This is an optimization exercise on Yosys and OpenROAD, whose aim is small area, not a production implementation. Only simulation tests tie the RTL to the original design; equivalence was not proved. The clock port is modelled as an ideal driver; clocking choices that lean on that would not hold on a real chip.

<file path="flow/flow/run.sh">
#!/bin/bash
# The standard layout (standard.sh, with the standard synthesis), with three
# changes to how it is made:
#  - every port still gets a buffer, but the smallest one (buf_1) instead of
#    the delay buffer buffer_ports picks by itself;
#  - clock tree synthesis adds no dummy loads to balance the tree;
#  - setup repair only resizes gates and swaps pins (no new buffers).
# ORFS's full output goes to standard.log here; each step's own log is kept
# under orfs/logs/.
set -euo pipefail
export BUFFER_PORTS_ARGS="-buffer_cell sky130_fd_sc_hd__buf_1"
export CTS_ARGS="-sink_clustering_enable -repair_clock_nets -dont_use_dummy_load -buf_list sky130_fd_sc_hd__clkbuf_8 -sink_clustering_size 40 -sink_clustering_max_diameter 200"
export SETUP_MOVE_SEQUENCE="unbuffer,sizeup,swap"
bash standard.sh > standard.log 2>&1
</file>
<file path="flow/standard.sh">
#!/bin/bash
# synth_recipe.tcl (not shown) runs the flow's synth.tcl, then flattens the netlist and writes it again
# the make line also repeats each setting of config.mk as NAME=value (left out here)
make -C /OpenROAD-flow-scripts/flow DESIGN_CONFIG=/design/flow/config.mk WORK_HOME=/design/flow/orfs CLKGATE_MAP_FILE= SYNTH_SCRIPT=/design/flow/synth_recipe.tcl "${@:-finish}"
</file>
<file path="flow/config.mk">
export PLATFORM = sky130hd
export DESIGN_NAME = blink
export DESIGN_NICKNAME = blink
export VERILOG_FILES = /design/flow/design.v
export SDC_FILE = /design/flow/constraint.sdc
export NUM_CORES = 4
export LEC_CHECK = 0
export CAP_MARGIN = 20
export CORE_MARGIN = 2
export CORE_UTILIZATION = 70
export CTS_BUF_LIST = sky130_fd_sc_hd__clkbuf_8
export CTS_CLUSTER_DIAMETER = 200
export CTS_CLUSTER_SIZE = 40
export GPL_TIMING_DRIVEN = 0
export SLEW_MARGIN = 20
export SYNTH_HIERARCHICAL = 1
export SYNTH_MINIMUM_KEEP_SIZE = 0
</file>
<file path="flow/constraint.sdc">
create_clock -name core_clock -period 25.0 [get_ports {clk}]
set_input_delay 5.0000 -clock core_clock [delete_from_list [all_inputs] [get_ports {clk}]]
set_output_delay 5.0000 -clock core_clock [all_outputs]
set_load 0.01 [all_outputs]
</file>
<file path="flow/design.v">
module fa(input a, input b, input c, output s, output co);
   assign s = a ^ b ^ c;
   assign co = (a & b) | (a & c) | (b & c);
endmodule
module rca24(input [23:0] a, input [23:0] b, input ci, output [23:0] s);
   wire [24:0] c;
   assign c[0] = ci;
   genvar i;
   generate
      for (i = 0; i < 24; i = i + 1) begin : bit_
         fa f(a[i], b[i], c[i], s[i], c[i+1]);
      end
   endgenerate
endmodule
module inv1(input a, output y);
   assign y = ~a;
endmodule
module maj(input a, input b, input c, output y);
   assign y = (a & b) | (a & c) | (b & c);
endmodule
module flipbit(input w, input p, input u, output o, output pn);
   assign o = w ^ (u & p);
   assign pn = p & w;
endmodule
module ha(input a, input b, output s, output co);
   assign s = a ^ b;
   assign co = a & b;
endmodule
module cla4(input [3:0] a, input [3:0] b, input ci, output c4);
   wire [3:0] g = a & b;
   wire [3:0] t = a | b;
   assign c4 = g[3] | (t[3] & g[2]) | (t[3] & t[2] & g[1])
             | (t[3] & t[2] & t[1] & g[0]) | (t[3] & t[2] & t[1] & t[0] & ci);
endmodule
module rca24l(input [23:0] a, input [23:0] b, input ci, output [23:0] s);
   wire [24:0] c;
   wire unused;
   assign c[0] = ci;
   cla4 l(a[3:0], b[3:0], ci, c[4]);
   genvar i;
   generate
      for (i = 0; i < 3; i = i + 1) begin : lo_
         fa f(a[i], b[i], c[i], s[i], c[i+1]);
      end
      fa f3(a[3], b[3], c[3], s[3], unused);
      for (i = 4; i < 24; i = i + 1) begin : bit_
         fa f(a[i], b[i], c[i], s[i], c[i+1]);
      end
   endgenerate
endmodule
module rca24z(input [23:0] a, input [23:0] b, output [23:0] s);
   wire [24:0] c;
   ha h0(a[0], b[0], s[0], c[1]);
   genvar i;
   generate
      for (i = 1; i < 24; i = i + 1) begin : bit_
         fa f(a[i], b[i], c[i], s[i], c[i+1]);
      end
   endgenerate
endmodule
module rca24hl(input [19:0] a, input [23:0] b, input ci, output [23:0] s);
   wire [24:0] c;
   wire unused;
   assign c[0] = ci;
   cla4 l(a[3:0], b[3:0], ci, c[4]);
   genvar i;
   generate
      for (i = 0; i < 3; i = i + 1) begin : lo_
         fa f(a[i], b[i], c[i], s[i], c[i+1]);
      end
      fa f3(a[3], b[3], c[3], s[3], unused);
      for (i = 4; i < 20; i = i + 1) begin : bit_
         fa f(a[i], b[i], c[i], s[i], c[i+1]);
      end
      for (i = 20; i < 24; i = i + 1) begin : top_
         ha h(b[i], c[i], s[i], c[i+1]);
      end
   endgenerate
endmodule
module rca24h(input [19:0] a, input [23:0] b, input ci, output [23:0] s);
   wire [24:0] c;
   assign c[0] = ci;
   genvar i;
   generate
      for (i = 0; i < 20; i = i + 1) begin : bit_
         fa f(a[i], b[i], c[i], s[i], c[i+1]);
      end
      for (i = 20; i < 24; i = i + 1) begin : top_
         ha h(b[i], c[i], s[i], c[i+1]);
      end
   endgenerate
endmodule
module rca24o(input [23:0] a, input [19:0] b, input ci, output [23:0] s);
   wire [24:0] c;
   assign c[0] = ci;
   genvar i;
   generate
      for (i = 0; i < 20; i = i + 1) begin : bit_
         fa f(a[i], b[i], c[i], s[i], c[i+1]);
      end
      for (i = 20; i < 24; i = i + 1) begin : top_
         fa f(a[i], 1'b1, c[i], s[i], c[i+1]);
      end
   endgenerate
endmodule
module rnd(input [23:0] w, input c, output v);
   wire lo15 = &w[3:0];
   wire lo0 = ~|w[3:0];
   wire s = w[23] ^ (c & (&w[22:0]));           
   wire nz = ~((lo0 & ~c) | (lo15 & c));         
   assign v = (c & lo15) | (~s & nz);
endmodule
module blink(input signed [23:0] ins, output signed [23:0] outs,
             output signed [23:0] peak_out, output valid_out,
             input clk, input rst);
   reg [23:0] h1, a2n, z3n, z4n, qqn;
   reg r1d, ud;
   wire b1 = ~r1d;
   function [23:0] sh;
      input [23:0] x;
      sh = {{4{x[23]}}, x[23:4]};
   endfunction
   wire [23:0] a2 = ~a2n;
   wire [23:0] z3 = ~z3n;
   wire [23:0] z4 = ~z4n;
   wire [23:0] qq = ~qqn;
   wire [23:0] g2;
   rca24o a_g2(a2, {a2[23], a2n[22:4]}, r1d, g2);
   wire v3, v4;
   rnd n_3(z3, ud, v3);
   rnd n_4(z4, ud, v4);
   wire [23:0] g3;
   rca24o a_g3(z3, {z3[23], z3n[22:4]}, ud, g3);
   wire rq = ~qq[23] & (|qq[3:0]);
   wire [23:0] gq;
   rca24 a_gq(qq, sh(qqn), ~rq, gq);
   wire [23:0] y1;
   rca24l a_y1(ins, h1, b1, y1);
   wire r1 = ~y1[23] & (|y1[3:0]);
   wire [23:0] m1n;
   wire [23:0] y1n = ~y1;
   rca24 a_m1(y1n, sh(y1), 1'b1, m1n);
   wire [23:0] a;
   rca24h a_a({y1n[23], y1[22:4]}, g2, ~ud, a);
   wire u;
   rnd n_2(a, r1, u);
   wire [23:0] z;
   rca24h a_z({~a[23], a[22:4]}, g3, ~v3, z);
   wire [23:0] t;
   rca24 a_t(z, sh(z4n), ~v4, t);
   wire [23:0] z4x;
   rca24 a_z4(t, z4, ud, z4x);
   wire [23:0] w;
   rca24z a_w(t, gq, w);
   wire [24:0] all1;
   wire [23:0] o;
   assign all1[0] = u;
   genvar j;
   generate
      for (j = 0; j < 20; j = j + 1) begin : inc_
         ha h(w[j], all1[j], o[j], all1[j+1]);
      end
   endgenerate
   wire [24:21] hi1;
   assign o[20] = w[20] ^ all1[20];
   assign hi1[21] = w[20];
   generate
      for (j = 21; j < 24; j = j + 1) begin : flp_
         flipbit fb(w[j], hi1[j], all1[20], o[j], hi1[j+1]);
      end
   endgenerate
   assign outs = o;
   wire rstn;
   inv1 i_rstn(rst, rstn);
   always @(posedge clk) begin
      if (rst) begin
         r1d <= 1'b0; ud <= 1'b0;
      end else begin
         r1d <= r1; ud <= u;
      end
   end
   always @(posedge clk) begin
      if (~rstn) begin
         h1 <= 24'hffffff;
         a2n <= 24'hffffff; z3n <= 24'hffffff; z4n <= 24'hffffff;
         qqn <= 24'hffffff;
      end else begin
         h1 <= ~m1n;
         a2n <= ~a; z3n <= ~z; z4n <= ~z4x;
         qqn <= ~o;
      end
   end
   reg sd, vdn;
   reg [23:0] pkn;
   wire signed [23:0] qs = qq;
   wire below = qs < 24'sd500;
   wire [24:1] gc;
   assign gc[1] = qq[0] & pkn[0];
   genvar m;
   generate
      for (m = 1; m < 24; m = m + 1) begin : cmp_
         if (m == 23)
            maj c(~qq[m], ~pkn[m], gc[m], gc[m+1]);
         else
            maj c(qq[m], pkn[m], gc[m], gc[m+1]);
      end
   endgenerate
   wire load = ~below & (~sd | gc[24]);
   always @(posedge clk) begin
      if (rst) begin
         sd <= 1'b0; vdn <= 1'b1;
      end else begin
         sd <= ~below;
         vdn <= ~(sd & below);
      end
   end
   always @(posedge clk)
      if (load) pkn <= qqn;
   assign peak_out = ~(pkn | {24{vdn}});
   assign valid_out = ~vdn;
endmodule
</file>
==> results.txt, run 1 <==
status timing/DRC/antenna clean; Antenna Nets Post-Route 0; most frequent CP cell fa_1; Tmin final approximately 24 ns; H-tree Lvls 4; Row Count 43; Req. time, crit path about 20 ns; Critical Path Max Stage Delay 0.57 ns; Max Clock Skew 0.0233 ns; placed inst area about 10000 um2; worst-path maximum fanout 3; IO Port Bufs 74; largest net degree at the start of global routing 25; Setup crit end kind output port; HP Class reg2reg; DIE HEIGHT about 120 um; Root Buffer clkbuf_8; relative slew slack 44.0%; gpl congestion around 0.84; CP delay by family, top adder cells; Inserted Diodes 0; layout cells sized above 1 under 10%; die area approximately 15000 um2; Post-Layout Cell Count between 1000 and 1500; vias per cell 5.17; Final WS setup between 0.6 and 0.7 ns; CTS clk-pin slew, worst paths 0.06 ns; Clock Latency Late Sink roughly 0.46 ns; Setup CP Type in2out; Max clock buf depth 2; CP startpoint kind input pin; core area around 14000 um2; Mapped Avg Cell Area about 13 um2; setup TNS 0 ns; Clock Sinks 148; Tcrit/Tclk final a little over nine tenths; final core occ just under 80%; DRT Wirelength ~17000 um; hold slack 0.453 ns; placed cell count 1029; Post-DP HPWL between 10000 and 15000 um; post-route design area between 10000 and 15000 um2; io pins 75; 1st-iter DRT viols around 260; DR vias 5412; pre-CTS worst setup slack -0.226 ns; Worst Tran Pin Value 0.838 ns; FILL cells between 800 and 900; Area Growth Syn to Fin 8.30%; post-DR wirelength/cell approximately 17 um; # DRC 0; initial antenna violation count 0; RSZ-0062 raised after global routing false; crit path buf inv count 2; final hold violations 0; Max Slew Vio Count 0; CTS buffer count 17; Max Fclk between 40 and 50 MHz; GRT overflow 0; Final Net Count approximately 1200; # setup viols final 0; Ys Warns 7; Mapped Area roughly 10000 um2; first-pass GRT wire length slightly below 30000 um; CTS tree yes; Mapped Cells ~770; Global Route Usage Sum 26.6%; vias in the first global route between 6000 and 7000; slowest CP cell fa_1; MaxCap Viol Count 0; drt pass-1 iters 5; Die W around 120 um; Initial Util between 70% and 80%; Arr. time, crit path 19.40 ns
[layout by cell type (no fill, tap or decap), types with 2 or more instances in the layout]
master	count
o2bb2ai_1	3
inv_1	129
ha_1	27
conb_1	9
maj3_2	24
xnor2_1	2
nand2_1	126
edfxtp_1	24
and2_2	2
fa_2	8
nor2b_1	2
fa_1	223
nor2_1	26
buf_1	71
nor4_2	3
clkbuf_1	3
nand4_1	6
nor3_1	2
buf_2	16
clkbuf_8	17
dfxtp_1	124
[area by class of cell]
cell class              count  area, um2  share of cell area, %
plain buffers              16       76.3                  0.711
multi-input cells         481       6220                   58.0
flip-flops and latches    148       3200                   29.9
repair buffers             74        282                   2.62
clock buffers              17        234                   2.18
well taps                 180        225                   2.10
inverters                 130        490                   4.57
[what timing repair did]
item,CTS,global route
pin swaps,1,1
hold buffers,0,0
setup endpoints to repair,5,6
gates resized for setup,5,15
setup buffers,0,0
[metal layers]
layer / vias to the layer above / GRT usage (%) / part of all wire, %
li1: 2481 / - / -
met1: 2837 / 35.8 / 42
met2: 77 / 45.9 / 54
met3: 17 / 5.40 / 3.0
met4: 0 / 5.47 / 1.1
met5: - / 0 / 0
[final timing paths]
| check | start | end | slack, ns | cells past startpoint |
|---|---|---|---|---|
| worst min-delay path | qqn[1] | pkn[1] | 0.45 | 0 |
| worst max register to register | r1d | qqn[23] | 10.25 | 38 |
| worst max-delay path | ins[0] | outs[23] | 0.60 | 38 |
| worst min register to register | qqn[1] | pkn[1] | 0.45 | 0 |
[state kept, by name (all words and copies together), names as in the netlist]
| signal | cells |
|---|---|
| qqn | 24 |
| vdn | 1 |
| a2n | 24 |
| z4n | 24 |
| h1 | 24 |
| z3n | 24 |
| r1d | 1 |
| sd | 1 |
| pkn | 24 |
| ud | 1 |
==> run 2: changes to the inputs <==
--- a/flow/flow/run.sh
+++ b/flow/flow/run.sh
@@ -11,3 +11,3 @@
 export BUFFER_PORTS_ARGS="-buffer_cell sky130_fd_sc_hd__buf_1"
-export CTS_ARGS="-sink_clustering_enable -repair_clock_nets -dont_use_dummy_load -buf_list sky130_fd_sc_hd__clkbuf_8 -sink_clustering_size 40 -sink_clustering_max_diameter 200"
+export CTS_ARGS="-sink_clustering_enable -repair_clock_nets -dont_use_dummy_load -buf_list sky130_fd_sc_hd__clkbuf_8 -sink_clustering_size 40 -sink_clustering_max_diameter 200 -distance_between_buffers 500 -branching_point_buffers_distance 500"
 export SETUP_MOVE_SEQUENCE="unbuffer,sizeup,swap"
==> run 2 against run 1 <==
  * Final cell count is the same
  * Critical path depth is the same
  * Flip-flop and latch count is the same
  * Critical endpoint unchanged
==> results.txt, run 2 <==
status timing/DRC/antenna clean (unchanged); Mapped Area 9910 um2 (unchanged); CTS buffer count 17 (unchanged); hold path cells 0 (unchanged); # DRC 0 (unchanged); met3 GRT Util 5.54% (was 5.40%); IO Port Bufs 74 (unchanged); Worst Tran Pin Value 0.852 ns (was 0.838 ns); Antenna Nets Post-Route 0 (unchanged); core area 13800 um2 (unchanged); DIE HEIGHT 123 um (unchanged); Root Buffer clkbuf_8 (unchanged); worst r2r path cells 38 (unchanged); layout cells sized above 1 9.24% (unchanged); Area Growth Syn to Fin 8.30% (unchanged); Worst path depth 38 (unchanged); Row Count 43 (unchanged); MaxCap Viol Count 0 (unchanged); grt met1 use 35.4% (was 35.8%); Critical Path Max Stage Delay 0.57 ns (about the same); first-pass GRT wire length 29400 um (was 29500 um); Die W 123 um (unchanged); Mapped Avg Cell Area 12.9 um2 (unchanged); largest net degree at the start of global routing 25 (unchanged); relative slew slack 43.1% (was 44.0%); worst r2r dst qqn[23] (unchanged); slowest CP cell fa_1 (unchanged); most common cell after layout, fill and taps aside fa_1 (unchanged); end of the critical path outs[23] (unchanged); Post-DP HPWL 14800 um (unchanged); pre-CTS worst setup slack -0.226 ns (unchanged); CP delay by family, top adder cells (unchanged); Arr. time, crit path 19.39 ns (was 19.40 ns); most frequent CP cell fa_1 (unchanged); HP Class reg2reg (unchanged); Setup crit end kind output port (unchanged); met2 Resource Use GR 45.4% (was 45.9%); Global Route Usage Sum 26.7% (was 26.6%); RSZ-0062 raised after global routing false (unchanged); GR peak layer met2 (unchanged); CTS tree yes (unchanged); H-tree Lvls 4 (unchanged); Post-Layout Cell Count 1046 (unchanged); die area 15100 um2 (unchanged); Initial Util 71.7% (unchanged); Ys Warns 7 (unchanged); Max Clock Skew 0.0233 ns (about the same); Final Net Count 1154 (unchanged); Max Fclk 41.0 MHz (about the same); vias in the first global route 6088 (was 6086); drt pass-1 iters 4 (was 5); FILL cells 899 (was 898); Critical path origin ins[0] (unchanged); initial antenna violation count 0 (unchanged); CTS clk-pin slew, worst paths 0.06 ns (about the same); gpl congestion 0.841 (unchanged); post-DR wirelength/cell 16.4 um (was 16.6 um); Inserted Diodes 0 (unchanged); placed cell count 1029 (unchanged); Setup CP Type in2out (unchanged); GRT overflow 0 (unchanged); crit path buf inv count 2 (unchanged); Req. time, crit path 20.00 ns (about the same); Final WS setup 0.614 ns (was 0.603 ns); # setup viols final 0 (unchanged); Tcrit/Tclk final 97.5% (was 97.6%); worst flop-to-flop path startpoint r1d (unchanged); vias per cell 5.15 (was 5.17); Clock Sinks 148 (unchanged); worst-path maximum fanout 3 (unchanged); Max Slew Vio Count 0 (unchanged); Tmin final 24.39 ns (was 24.40 ns); final hold violations 0 (unchanged); Max clock buf depth 2 (unchanged); DR vias 5384 (was 5412); R2R Setup Slk 10.26 ns (was 10.25 ns); most frequent cells in the layout fa_1, inv_1, nand2_1 (unchanged); DRT Wirelength 17200 um (was 17300 um); hold slack 0.454 ns (was 0.453 ns); Post-CTS Setup Bufs 0 (unchanged); 1st-iter DRT viols 284 (was 261); Clock Latency Late Sink 0.48 ns (was 0.46 ns); io pins 75 (unchanged); CP startpoint kind input pin (unchanged); Mapped Cells 769 (unchanged)
run 2: cell counts in the layout (fill, tap and decap cells not counted):
No cell type changed its count.
run 2: final cells by class:
| type | count | area [um2] | share of cell area, % |
|---|---|---|---|
| Buffer | 16 | 76.3 | 0.711 |
| Inverter | 130 | 490 | 4.57 |
| Multi-Input combinational cell | 481 | 6220 | 58.0 |
| Tap cell | 180 | 225 | 2.10 |
| Sequential cell | 148 | 3200 | 29.9 |
| Clock buffer | 17 | 234 | 2.18 |
| Timing Repair Buffer | 74 | 282 | 2.62 |
run 2: worst reg2reg max path: cells and delay by family, from the launching register on:
family                   cells  cell delay (ns)
buffers and inverters        1             0.07
XOR/XNOR                     1             0.22
adder cells (fa/ha/maj)     33            13.72
AO/OA/AOI/OAI                2             0.17
flip-flops                   1             0.35
AND/OR/NAND/NOR              1             0.07
run 2: metrics by stage:
stage          setup TNS (ns)  util, %  instance area (um2)
5_1_grt                     0     77.6                10700
3_3_place_gp                0     75.5                10400
3_5_place_dp           -0.811     75.5                10400
6_report                    0     77.6                10700
2_1_floorplan               0        -                 9930
4_1_cts                     0     77.3                10700
run 2: how the worst min path moves through the flow:
stage / endpoint / from / slack, ns
2_1_floorplan: pkn[1] / qqn[1] / 0.41
3_3_place_gp: pkn[1] / qqn[1] / 0.43
3_5_place_dp: pkn[1] / qqn[1] / 0.43
4_1_cts: pkn[1] / qqn[1] / 0.45
5_1_grt: pkn[1] / qqn[1] / 0.46
6_report: pkn[1] / qqn[1] / 0.45
run 2: repair_timing:
| item | CTS | global route |
|---|---|---|
| hold buffers | 0 | 0 |
| setup endpoints to repair | 5 | 6 |
| resized for setup | 4 | 16 |
| pin swaps | 1 | 2 |
run 2: per-layer routing:
metal / wire length, um / part of all wire, %
met1: 6910 / 40
met2: 9240 / 54
met3: 754 / 4.4
met4: 264 / 1.5
met5: 0 / 0
==> run 3: changes to the inputs <==
--- a/flow/flow/run.sh
+++ b/flow/flow/run.sh
@@ -11,3 +11,3 @@
 export BUFFER_PORTS_ARGS="-buffer_cell sky130_fd_sc_hd__buf_1"
-export CTS_ARGS="-sink_clustering_enable -repair_clock_nets -dont_use_dummy_load -buf_list sky130_fd_sc_hd__clkbuf_8 -sink_clustering_size 40 -sink_clustering_max_diameter 200 -distance_between_buffers 500 -branching_point_buffers_distance 500"
+export CTS_ARGS="-sink_clustering_enable -repair_clock_nets -dont_use_dummy_load -buf_list sky130_fd_sc_hd__clkbuf_8 -sink_clustering_size 40 -sink_clustering_max_diameter 200 -sink_clustering_levels 1"
 export SETUP_MOVE_SEQUENCE="unbuffer,sizeup,swap"
==> run 3 against run 2 <==
  * Worst setup slack got worse by 0.011 ns
  * Synthesized area unchanged
  * Via count increased by 0.52%
  * Synthesized cell count unchanged
  * Critical endpoint unchanged
  * Sequential share of layout area unchanged
  * Die area unchanged
  * Register-to-register slack about the same
  * Wire length increased by 0.96%
  * Maximum frequency about the same
  * Final cell count unchanged
  * Utilization unchanged
  * Still clean
==> results.txt, run 3 <==
status timing/DRC/antenna clean (unchanged); 1st-iter DRT viols 261 (was 284); worst flop-to-flop path startpoint r1d (unchanged); MaxCap Viol Count 0 (unchanged); relative slew slack 44.0% (was 43.1%); drt pass-1 iters 5 (was 4); slowest CP cell fa_1 (unchanged); Area Growth Syn to Fin 8.30% (unchanged); gpl congestion 0.841 (unchanged); worst r2r path cells 38 (unchanged); Post-Layout Cell Count 1046 (unchanged); post-DR wirelength/cell 16.6 um (was 16.4 um); initial antenna violation count 0 (unchanged); Row Count 43 (unchanged); vias per cell 5.17 (was 5.15); wire length on met2 9370 um (was 9240 um); Worst Tran Pin Value 0.838 ns (was 0.852 ns); Clock Sinks 148 (unchanged); HP Class reg2reg (unchanged); Max Slew Vio Count 0 (unchanged); placed cell count 1029 (unchanged); IO Port Bufs 74 (unchanged); most common cell after layout, fill and taps aside fa_1 (unchanged); Initial Util 71.7% (unchanged); Max Clock Skew 0.0233 ns (about the same); Final Net Count 1154 (unchanged); final hold violations 0 (unchanged); largest net degree at the start of global routing 25 (unchanged); placed inst area 10400 um2 (unchanged); worst-path maximum fanout 3 (unchanged); Mapped Area 9910 um2 (unchanged); Arr. time, crit path 19.40 ns (was 19.39 ns); DR vias 5412 (was 5384); CP delay by family, top adder cells (unchanged); worst r2r dst qqn[23] (unchanged); Worst path depth 38 (unchanged); RSZ-0062 raised after global routing false (unchanged); vias in the first global route 6086 (was 6088); CP startpoint kind input pin (unchanged); Critical Path Max Stage Delay 0.57 ns (about the same); Req. time, crit path 20.00 ns (about the same); DRT Wirelength 17300 um (was 17200 um); met1 WL 7250 um (was 6910 um); # setup viols final 0 (unchanged); Met3 Routed Length 516 um (was 754 um); Setup crit end kind output port (unchanged); Post-CTS Setup Bufs 0 (unchanged); Ys Warns 7 (unchanged); post-cts hold buffer count 0 (unchanged); Root Buffer clkbuf_8 (unchanged); R2R Setup Slk 10.25 ns (was 10.26 ns); Post-DP HPWL 14800 um (unchanged); layout cells sized above 1 9.24% (unchanged); Global Route Usage Sum 26.6% (was 26.7%); Mapped Cells 769 (unchanged); GRT overflow 0 (unchanged); crit path buf inv count 2 (unchanged); most frequent CP cell fa_1 (unchanged); Tcrit/Tclk final 97.6% (was 97.5%); most frequent cells in the layout fa_1, inv_1, nand2_1 (unchanged); Setup CP Type in2out (unchanged); CTS tree yes (unchanged); Mapped Avg Cell Area 12.9 um2 (unchanged); Max Fclk 41.0 MHz (about the same); io pins 75 (unchanged); H-tree Lvls 4 (unchanged); end of the critical path outs[23] (unchanged); CTS buffer count 17 (unchanged); final core occ 77.6% (unchanged); CTS clk-pin slew, worst paths 0.06 ns (about the same); Die W 123 um (unchanged); die area 15100 um2 (unchanged); Max clock buf depth 2 (unchanged); DIE HEIGHT 123 um (unchanged); post-route design area 10700 um2 (unchanged); first-pass GRT wire length 29500 um (was 29400 um); Tmin final 24.40 ns (was 24.39 ns); Critical path origin ins[0] (unchanged); # DRC 0 (unchanged); Top Layer Used met4 (unchanged); Antenna Nets Post-Route 0 (unchanged); Inserted Diodes 0 (unchanged); Clock Latency Late Sink 0.46 ns (was 0.48 ns); core area 13800 um2 (unchanged)
[run 3: cell counts in the layout (fill, tap and decap cells not counted)]
No cell type changed its count.
[run 3: worst min-delay path by stage]
stage / start / endpoint / slack, ns / cells past startpoint
5_1_grt: qqn[1] / pkn[1] / 0.46 / 0
3_5_place_dp: qqn[1] / pkn[1] / 0.43 / 0
6_report: qqn[1] / pkn[1] / 0.45 / 0
3_3_place_gp: qqn[1] / pkn[1] / 0.43 / 0
4_1_cts: qqn[1] / pkn[1] / 0.45 / 0
2_1_floorplan: qqn[1] / pkn[1] / 0.41 / 0
[run 3: layout make-up]
class,count,area (um2)
inverter,130,490
buffer,16,76.3
fill,898,3100
sequential,148,3200
tap,180,225
clock buffer,17,234
timing repair buffer,74,282
multi-input combinational,481,6220
[run 3: through the flow]
step	worst slack, ns	hold slack, ns	setup TNS, ns
CTS	0.0767	0.449	0
global route	0.0233	0.455	0
floorplan	0.946	0.408	0
finish	0.603	0.453	0
global placement	0.161	0.428	0
detailed placement	-0.226	0.434	-0.811
[run 3: routing by layer]
metal,vias to the layer above,global-route usage [%]
li1,2481,-
met1,2837,35.8
met2,77,45.9
met3,17,5.40
met4,0,5.47
met5,-,0
[run 3: timing repair]
action / 4_1_cts / 5_1_grt
resized for setup: 5 / 15
pin swaps: 1 / 1
endpoints found under the setup margin: 5 / 6
==> run 4: changes to the inputs <==
--- a/flow/flow/run.sh
+++ b/flow/flow/run.sh
@@ -11,4 +11,5 @@
 export BUFFER_PORTS_ARGS="-buffer_cell sky130_fd_sc_hd__buf_1"
-export CTS_ARGS="-sink_clustering_enable -repair_clock_nets -dont_use_dummy_load -buf_list sky130_fd_sc_hd__clkbuf_8 -sink_clustering_size 40 -sink_clustering_max_diameter 200 -sink_clustering_levels 1"
+export CTS_ARGS="-sink_clustering_enable -repair_clock_nets -dont_use_dummy_load -buf_list sky130_fd_sc_hd__clkbuf_8 -sink_clustering_size 40 -sink_clustering_max_diameter 200"
 export SETUP_MOVE_SEQUENCE="unbuffer,sizeup,swap"
+export POST_CTS_TCL=$PWD/flow/post_cts.tcl
 bash standard.sh > standard.log 2>&1
==> flow/flow/post_cts.tcl (new file) <==
estimate_parasitics -placement
set small [get_lib_cells sky130_fd_sc_hd__clkbuf_4]
set kept 0
foreach inst [get_cells -filter "ref_name == sky130_fd_sc_hd__clkbuf_8"] {
  set out [get_pins -of_objects $inst -filter "direction == output"]
  set net [get_nets -of_objects $out]
  set loads [get_pins -of_objects $net -filter "direction == input"]
  set all_ff 1
  foreach l $loads {
    if { ![string match "*dfxtp*" [get_property [get_cells -of_objects $l] ref_name]] && ![string match "*edfxtp*" [get_property [get_cells -of_objects $l] ref_name]] } { set all_ff 0 }
  }
  if { !$all_ff } { continue }
  replace_cell $inst $small
  estimate_parasitics -placement
  set worst 0
  foreach l $loads {
    set s [expr max([get_property $l slew_max_rise], [get_property $l slew_max_fall])]
    if { $s > $worst } { set worst $s }
  }
  if { $worst > 100e-12 && $worst > 0.100 } {
    replace_cell $inst [get_lib_cells sky130_fd_sc_hd__clkbuf_8]
    estimate_parasitics -placement
  } else {
    incr kept
  }
  puts "clock buffer [get_full_name $inst]: [llength $loads] loads, worst slew $worst"
}
puts "clock buffers made smaller: $kept"
detailed_placement
==> run 4 against run 3 <==
  * Still clean on timing, DRC and antenna
  * Clock skew up 0.0070 ns
  * Via count about the same
  * Critical path depth unchanged
  * Synthesized area unchanged
  * Utilization down 0.32 points
  * Sequential share of layout area up 0.12 points
  * Maximum frequency about the same
  * Final area down 0.41%
  * Non-clock buffer count unchanged
  * Final cell count unchanged
==> results.txt, run 4 <==
status timing/DRC/antenna clean (unchanged); Global Route Usage Sum 26.7% (was 26.6%); io pins 75 (unchanged); Setup crit end kind output port (unchanged); GRT overflow 0 (unchanged); worst-path maximum fanout 3 (unchanged); DRT Wirelength 17400 um (was 17300 um); Ys Warns 7 (unchanged); Clock Latency Late Sink 0.45 ns (was 0.46 ns); 1st-iter DRT viols 265 (was 261); DIE HEIGHT 123 um (unchanged); initial antenna violation count 0 (unchanged); final hold violations 0 (unchanged); grt met1 use 35.9% (was 35.8%); slowest CP cell fa_1 (unchanged); Tcrit/Tclk final 97.6% (about the same); Antenna Nets Post-Route 0 (unchanged); post-DR wirelength/cell 16.6 um (about the same); gpl congestion 0.841 (unchanged); largest net degree at the start of global routing 25 (unchanged); Mapped Cells 769 (unchanged); Row Count 43 (unchanged); pre-CTS worst setup slack -0.226 ns (unchanged); most frequent CP cell fa_1 (unchanged); RSZ-0062 raised after global routing false (unchanged); HP Class reg2reg (unchanged); Max Fclk 41.0 MHz (about the same); final core occ 77.3% (was 77.6%); Critical Path Max Stage Delay 0.57 ns (about the same); Initial Util 71.7% (unchanged); Req. time, crit path 20.00 ns (about the same); CTS tree yes (unchanged); vias per cell 5.17 (about the same); die area 15100 um2 (unchanged); CTS clk-pin slew, worst paths 0.09 ns (was 0.06 ns); DR vias 5411 (was 5412); IO Port Bufs 74 (unchanged); Worst Tran Pin Value 0.830 ns (was 0.838 ns); Die W 123 um (unchanged); # setup viols final 0 (unchanged); first-pass GRT wire length 29500 um (about the same); Max Slew Vio Count 0 (unchanged); Mapped Area 9910 um2 (unchanged); Tmin final 24.41 ns (was 24.40 ns); Final Net Count 1154 (unchanged); met2 Resource Use GR 45.8% (was 45.9%); MaxCap Viol Count 0 (unchanged); most common cell after layout, fill and taps aside fa_1 (unchanged); Mapped Avg Cell Area 12.9 um2 (unchanged); core area 13800 um2 (unchanged); CP startpoint kind input pin (unchanged); GR peak layer met2 (unchanged); Final WS setup 0.595 ns (was 0.603 ns); Setup CP Type in2out (unchanged); Inserted Diodes 0 (unchanged); Area Growth Syn to Fin 7.85% (was 8.30%); Post-DP HPWL 14800 um (unchanged); most frequent cells in the layout fa_1, inv_1, nand2_1 (unchanged); Arr. time, crit path 19.41 ns (was 19.40 ns); drt pass-1 iters 4 (was 5); Max Clock Skew 0.0304 ns (was 0.0233 ns); Clock Sinks 148 (unchanged); # DRC 0 (unchanged); vias in the first global route 6079 (was 6086); layout cells sized above 1 9.24% (unchanged); relative slew slack 44.5% (was 44.0%); met3 GRT Util 4.98% (was 5.40%)
run 4: worst paths after layout:
path | cells past startpoint | to | slack [ns] | startpoint
worst max-delay path | 38 | outs[23] | 0.59 | ins[0]
worst min-delay path | 0 | pkn[1] | 0.47 | qqn[1]
worst max register to register | 38 | qqn[23] | 10.25 | r1d
worst min register to register | 0 | pkn[1] | 0.47 | qqn[1]
run 4: worst max-delay path, delay by kind of cell:
family | cells | cell delay, ns
XOR/XNOR | 1 | 0.22
buffers and inverters | 2 | 0.27
AO/OA/AOI/OAI | 2 | 0.17
adder cells (fa/ha/maj) | 33 | 13.72
run 4: stage by stage:
| step | hold WS [ns] | instance area [um2] | TNS [ns] | cells |
|---|---|---|---|---|
| finish | 0.466 | 10700 | 0 | 1046 |
| global placement | 0.428 | 10400 | 0 | 1029 |
| detailed placement | 0.434 | 10400 | -0.811 | 1029 |
| global route | 0.464 | 10700 | 0 | 1046 |
| floorplan | 0.408 | 9930 | 0 | 775 |
run 4: metal layers:
metal	up-vias	routed length, um
met4	0	159
li1	2482	-
met2	97	9390
met1	2819	6980
met3	13	825
met5	-	0
run 4: layout make-up:
| cell class | instances | area, um2 |
|---|---|---|
| timing repair buffer | 74 | 282 |
| fill | 907 | 3140 |
| sequential | 148 | 3200 |
| tap | 180 | 225 |
| multi-input combinational | 481 | 6220 |
| clock buffer | 17 | 190 |
| inverter | 130 | 490 |
| buffer | 16 | 76.3 |
==> run 5: changes to the inputs <==
--- a/flow/flow/run.sh
+++ b/flow/flow/run.sh
@@ -1,3 +1,3 @@
 #!/bin/bash
-# The standard layout (standard.sh, with the standard synthesis), with three
+# The standard layout (standard.sh, with the standard synthesis), with four
 # changes to how it is made:
@@ -6,3 +6,6 @@
 #  - clock tree synthesis adds no dummy loads to balance the tree;
-#  - setup repair only resizes gates and swaps pins (no new buffers).
+#  - setup repair only resizes gates and swaps pins (no new buffers);
+#  - after clock tree synthesis, post_cts.tcl swaps leaf clock buffers for
+#    the smaller clkbuf_4 where the flip-flops they drive keep a clock slew
+#    under 112 ps.
 # ORFS's full output goes to standard.log here; each step's own log is kept
--- a/flow/flow/post_cts.tcl
+++ b/flow/flow/post_cts.tcl
@@ -19,3 +19,3 @@
   }
-  if { $worst > 100e-12 && $worst > 0.100 } {
+  if { $worst > 0.112 } {
     replace_cell $inst [get_lib_cells sky130_fd_sc_hd__clkbuf_8]
==> run 5 against run 4 <==
  * Die area is the same
  * Critical path type unchanged
  * Non-clock buffer count is the same
  * First-iteration DRC count shrank 8.7%
  * Final cell count is the same
  * Worst setup slack gained 0.0035 ns
  * Synthesized cell count is the same
  * Hold slack lost 0.0029 ns
==> results.txt, run 5 <==
Inserted Diodes 0 (unchanged); CTS clk-pin slew, worst paths 0.09 ns (about the same); Global Route Usage Sum 26.7% (unchanged); status timing/DRC/antenna clean (unchanged); Tcrit/Tclk final 97.6% (about the same); Row Count 43 (unchanged); worst-path maximum fanout 3 (unchanged); post-DR wirelength/cell 16.6 um (about the same); DRT Wirelength 17300 um (was 17400 um); DR vias 5399 (was 5411); HP Class reg2reg (unchanged); final hold violations 0 (unchanged); Arr. time, crit path 19.40 ns (was 19.41 ns); worst r2r dst qqn[23] (unchanged); die area 15100 um2 (unchanged); worst flop-to-flop path startpoint r1d (unchanged); Initial Util 71.7% (unchanged); initial antenna violation count 0 (unchanged); CTS tree yes (unchanged); Post-DP HPWL 14800 um (unchanged); Post-Layout Cell Count 1046 (unchanged); most frequent CP cell fa_1 (unchanged); Req. time, crit path 20.00 ns (about the same); worst r2r path cells 38 (unchanged); first-pass GRT wire length 29500 um (about the same); placed cell count 1029 (unchanged); slowest CP cell fa_1 (unchanged); Mapped Area 9910 um2 (unchanged); GRT overflow 0 (unchanged); # setup viols final 0 (unchanged); Max Slew Vio Count 0 (unchanged); Critical Path Max Stage Delay 0.57 ns (about the same); Die W 123 um (unchanged); Max Clock Skew 0.0367 ns (was 0.0304 ns); Max Fclk 41.0 MHz (about the same); R2R Setup Slk 10.24 ns (was 10.25 ns); drt pass-1 iters 4 (unchanged); Mapped Avg Cell Area 12.9 um2 (unchanged); end of the critical path outs[23] (unchanged); core area 13800 um2 (unchanged); vias per cell 5.16 (was 5.17); DIE HEIGHT 123 um (unchanged); Clock Latency Late Sink 0.44 ns (was 0.45 ns); 1st-iter DRT viols 242 (was 265); Worst Tran Pin Value 0.846 ns (was 0.830 ns); Ys Warns 7 (unchanged); Tmin final 24.40 ns (was 24.41 ns); vias in the first global route 6074 (was 6079); io pins 75 (unchanged); layout cells sized above 1 9.24% (unchanged); Final Net Count 1154 (unchanged); placed inst area 10400 um2 (unchanged); # DRC 0 (unchanged); most frequent cells in the layout fa_1, inv_1, nand2_1 (unchanged); Antenna Nets Post-Route 0 (unchanged); FILL cells 909 (was 907); Setup CP Type in2out (unchanged); RSZ-0062 raised after global routing false (unchanged); final core occ 77.1% (was 77.3%); Setup crit end kind output port (unchanged); gpl congestion 0.841 (unchanged); MaxCap Viol Count 0 (unchanged); most common cell after layout, fill and taps aside fa_1 (unchanged); Clock Sinks 148 (unchanged); largest net degree at the start of global routing 25 (unchanged); post-route design area 10700 um2 (about the same); IO Port Bufs 74 (unchanged); CP startpoint kind input pin (unchanged); Mapped Cells 769 (unchanged); Area Growth Syn to Fin 7.60% (was 7.85%); Critical path origin ins[0] (unchanged); relative slew slack 43.5% (was 44.5%); setup TNS 0 ns (unchanged)
-- run 5: per-layer routing --
layer	GRT usage, %	routed length (um)
met5	0	0
met4	6.32	165
met3	4.98	740
met2	45.8	9360
met1	35.9	7080
-- run 5: stage by stage --
stage                     setup slack (ns)  hold slack, ns
after global placement               0.161           0.428
after detailed placement            -0.226           0.434
after global routing                0.0233           0.464
final                                0.598           0.463
after floorplan                      0.946           0.408
-- run 5: critical path: cells and delay by family --
family	cells	cell delay, ns
buf+inv	2	0.27
fa+ha+maj	33	13.71
xor+xnor	1	0.22
compound gates	2	0.17
-- run 5: final cells by class --
cell class / count / area (um2) / share of cell area [%]
Tap cell: 180 / 225 / 2.11
Multi-Input combinational cell: 481 / 6220 / 58.3
Clock buffer: 17 / 165 / 1.55
Buffer: 16 / 76.3 / 0.716
Sequential cell: 148 / 3200 / 30.0
Timing Repair Buffer: 74 / 282 / 2.64
Inverter: 130 / 490 / 4.60
-- run 5: worst min-delay path by stage --
| stage | end | cells past startpoint | slack (ns) | startpoint |
|---|---|---|---|---|
| after floorplan | pkn[1] | 0 | 0.41 | qqn[1] |
| after global placement | pkn[1] | 0 | 0.43 | qqn[1] |
| after detailed placement | pkn[1] | 0 | 0.43 | qqn[1] |
| after global routing | pkn[1] | 0 | 0.46 | qqn[1] |
| final | pkn[1] | 0 | 0.46 | qqn[1] |
==> run 6: changes to the inputs <==
--- a/flow/flow/run.sh
+++ b/flow/flow/run.sh
@@ -9,3 +9,3 @@
 #    the smaller clkbuf_4 where the flip-flops they drive keep a clock slew
-#    under 112 ps.
+#    under 100 ps.
 # ORFS's full output goes to standard.log here; each step's own log is kept
--- a/flow/flow/post_cts.tcl
+++ b/flow/flow/post_cts.tcl
@@ -19,3 +19,3 @@
   }
-  if { $worst > 0.112 } {
+  if { $worst > 0.100 } {
     replace_cell $inst [get_lib_cells sky130_fd_sc_hd__clkbuf_8]
==> run 6 against run 5 <==
  * Still clean on timing, DRC and antenna
  * Worst setup slack lost 0.0035 ns
  * Hold slack gained 0.0029 ns
  * Highest routed layer unchanged
==> results.txt, run 6 <==
status timing/DRC/antenna clean (unchanged); most frequent CP cell fa_1 (unchanged); CTS clk-pin slew, worst paths 0.09 ns (about the same); IO Port Bufs 74 (unchanged); Setup CP Type in2out (unchanged); Mapped Cells 769 (unchanged); post-DR wirelength/cell 16.6 um (about the same); gpl congestion 0.841 (unchanged); Post-DP HPWL 14800 um (unchanged); DIE HEIGHT 123 um (unchanged); MaxCap Viol Count 0 (unchanged); Ys Warns 7 (unchanged); Initial Util 71.7% (unchanged); setup TNS 0 ns (unchanged); io pins 75 (unchanged); Tmin final 24.41 ns (was 24.40 ns); HP Class reg2reg (unchanged); Mapped Avg Cell Area 12.9 um2 (unchanged); CTS tree yes (unchanged); vias per cell 5.17 (was 5.16); DR vias 5411 (was 5399); Worst Tran Pin Value 0.830 ns (was 0.846 ns); worst-path maximum fanout 3 (unchanged); most frequent cells in the layout fa_1, inv_1, nand2_1 (unchanged); Area Growth Syn to Fin 7.85% (was 7.60%); Final WS setup 0.595 ns (was 0.598 ns); post-route design area 10700 um2 (about the same); Req. time, crit path 20.00 ns (about the same); vias in the first global route 6079 (was 6074); placed cell count 1029 (unchanged); hold path startpoint qqn[1] (unchanged); GRT overflow 0 (unchanged); Max Clock Skew 0.0304 ns (was 0.0367 ns); core area 13800 um2 (unchanged); relative slew slack 44.5% (was 43.5%); Inserted Diodes 0 (unchanged); initial antenna violation count 0 (unchanged); CP startpoint kind input pin (unchanged); worst flop-to-flop path startpoint r1d (unchanged); Clock Latency Late Sink 0.45 ns (was 0.44 ns); hold slack 0.466 ns (was 0.463 ns); # DRC 0 (unchanged); Row Count 43 (unchanged); die area 15100 um2 (unchanged); Global Route Usage Sum 26.7% (unchanged); Arr. time, crit path 19.41 ns (was 19.40 ns); layout cells sized above 1 9.24% (unchanged); Setup crit end kind output port (unchanged); drt pass-1 iters 4 (unchanged); Mapped Area 9910 um2 (unchanged); # setup viols final 0 (unchanged); 1st-iter DRT viols 265 (was 242); RSZ-0062 raised after global routing false (unchanged); Post-Layout Cell Count 1046 (unchanged); Critical path origin ins[0] (unchanged); Final Net Count 1154 (unchanged); Die W 123 um (unchanged); final hold violations 0 (unchanged); Critical Path Max Stage Delay 0.57 ns (about the same); placed inst area 10400 um2 (unchanged); Antenna Nets Post-Route 0 (unchanged); Tcrit/Tclk final 97.6% (about the same); pre-CTS worst setup slack -0.226 ns (unchanged); Max Slew Vio Count 0 (unchanged); slowest CP cell fa_1 (unchanged); largest net degree at the start of global routing 25 (unchanged); DRT Wirelength 17400 um (was 17300 um); final core occ 77.3% (was 77.1%); most common cell after layout, fill and taps aside fa_1 (unchanged); Clock Sinks 148 (unchanged); Max Fclk 41.0 MHz (about the same); first-pass GRT wire length 29500 um (about the same)
==> run 6: cell count changes in the layout (fill, tap and decap cells not counted) <==
cell,change
clkbuf_8,+4
clkbuf_4,-4
==> run 6: final timing paths <==
kind	end	slack, ns	cells past startpoint
worst max-delay path	outs[23]	0.59	38
worst min-delay path	pkn[1]	0.47	0
worst max register to register	qqn[23]	10.25	38
worst min register to register	pkn[1]	0.47	0
==> run 6: layout make-up <==
class / instances / area (um2)
plain buffers: 16 / 76.3
clock buffers: 17 / 190
fillers: 907 / 3140
inverters: 130 / 490
multi-input cells: 481 / 6220
flip-flops and latches: 148 / 3200
well taps: 180 / 225
repair buffers: 74 / 282
==> run 6: layer usage <==
| layer | up-vias | share of wire, % | track usage, % |
|---|---|---|---|
| met5 | - | 0 | 0 |
| met4 | 0 | 0.92 | 6.32 |
| met3 | 13 | 4.8 | 4.98 |
| met2 | 97 | 54 | 45.8 |
| met1 | 2819 | 40 | 35.9 |
| li1 | 2482 | - | - |
==> run 6: worst max-delay path: cells and delay by family <==
| kind | cells | cell delay (ns) |
|---|---|---|
| AOI/OAI and AO/OA | 2 | 0.17 |
| xor gates and xnor gates | 1 | 0.22 |
| adders and majority gates | 33 | 13.72 |
| buffers and inverters | 2 | 0.27 |

==> afterwards: timing with drivers on the ports <==
The results above use ideal ports. As a check the final layouts listed here were re-extracted and re-timed, cells and wires unchanged. Step 1, drivers: a clkbuf_16 drives clk and a buf_2 each remaining input, both assumed. Step 2, shift: input delay + t, output delay - t, t = (earliest + latest rising clock arrival at the registers) / 2. This alone moves slack from input paths to output paths. Slacks: ideal / step 1 / step 2; pairs: ideal / step 1.
run	t (ns)	setup slack, ns	worst setup path at the end	latest minus earliest clock arrival (ns)	worst register clock-pin slew, ns
run 1	0.490	0.603 / 0.582 / 0.582	input to output	0.023 / 0.023	0.08 / 0.08
run 2	0.508	0.614 / 0.593 / 0.593	input to output	0.023 / 0.023	0.08 / 0.08
run 3	0.490	0.603 / 0.582 / 0.582	input to output	0.023 / 0.023	0.08 / 0.08
run 4	0.474	0.595 / 0.574 / 0.574	input to output	0.031 / 0.030	0.10 / 0.10
run 5	0.466	0.598 / 0.577 / 0.577	input to output	0.037 / 0.037	0.11 / 0.11
run 6	0.474	0.595 / 0.574 / 0.574	input to output	0.031 / 0.030	0.10 / 0.10
After both steps setup and hold are still met in every run listed.
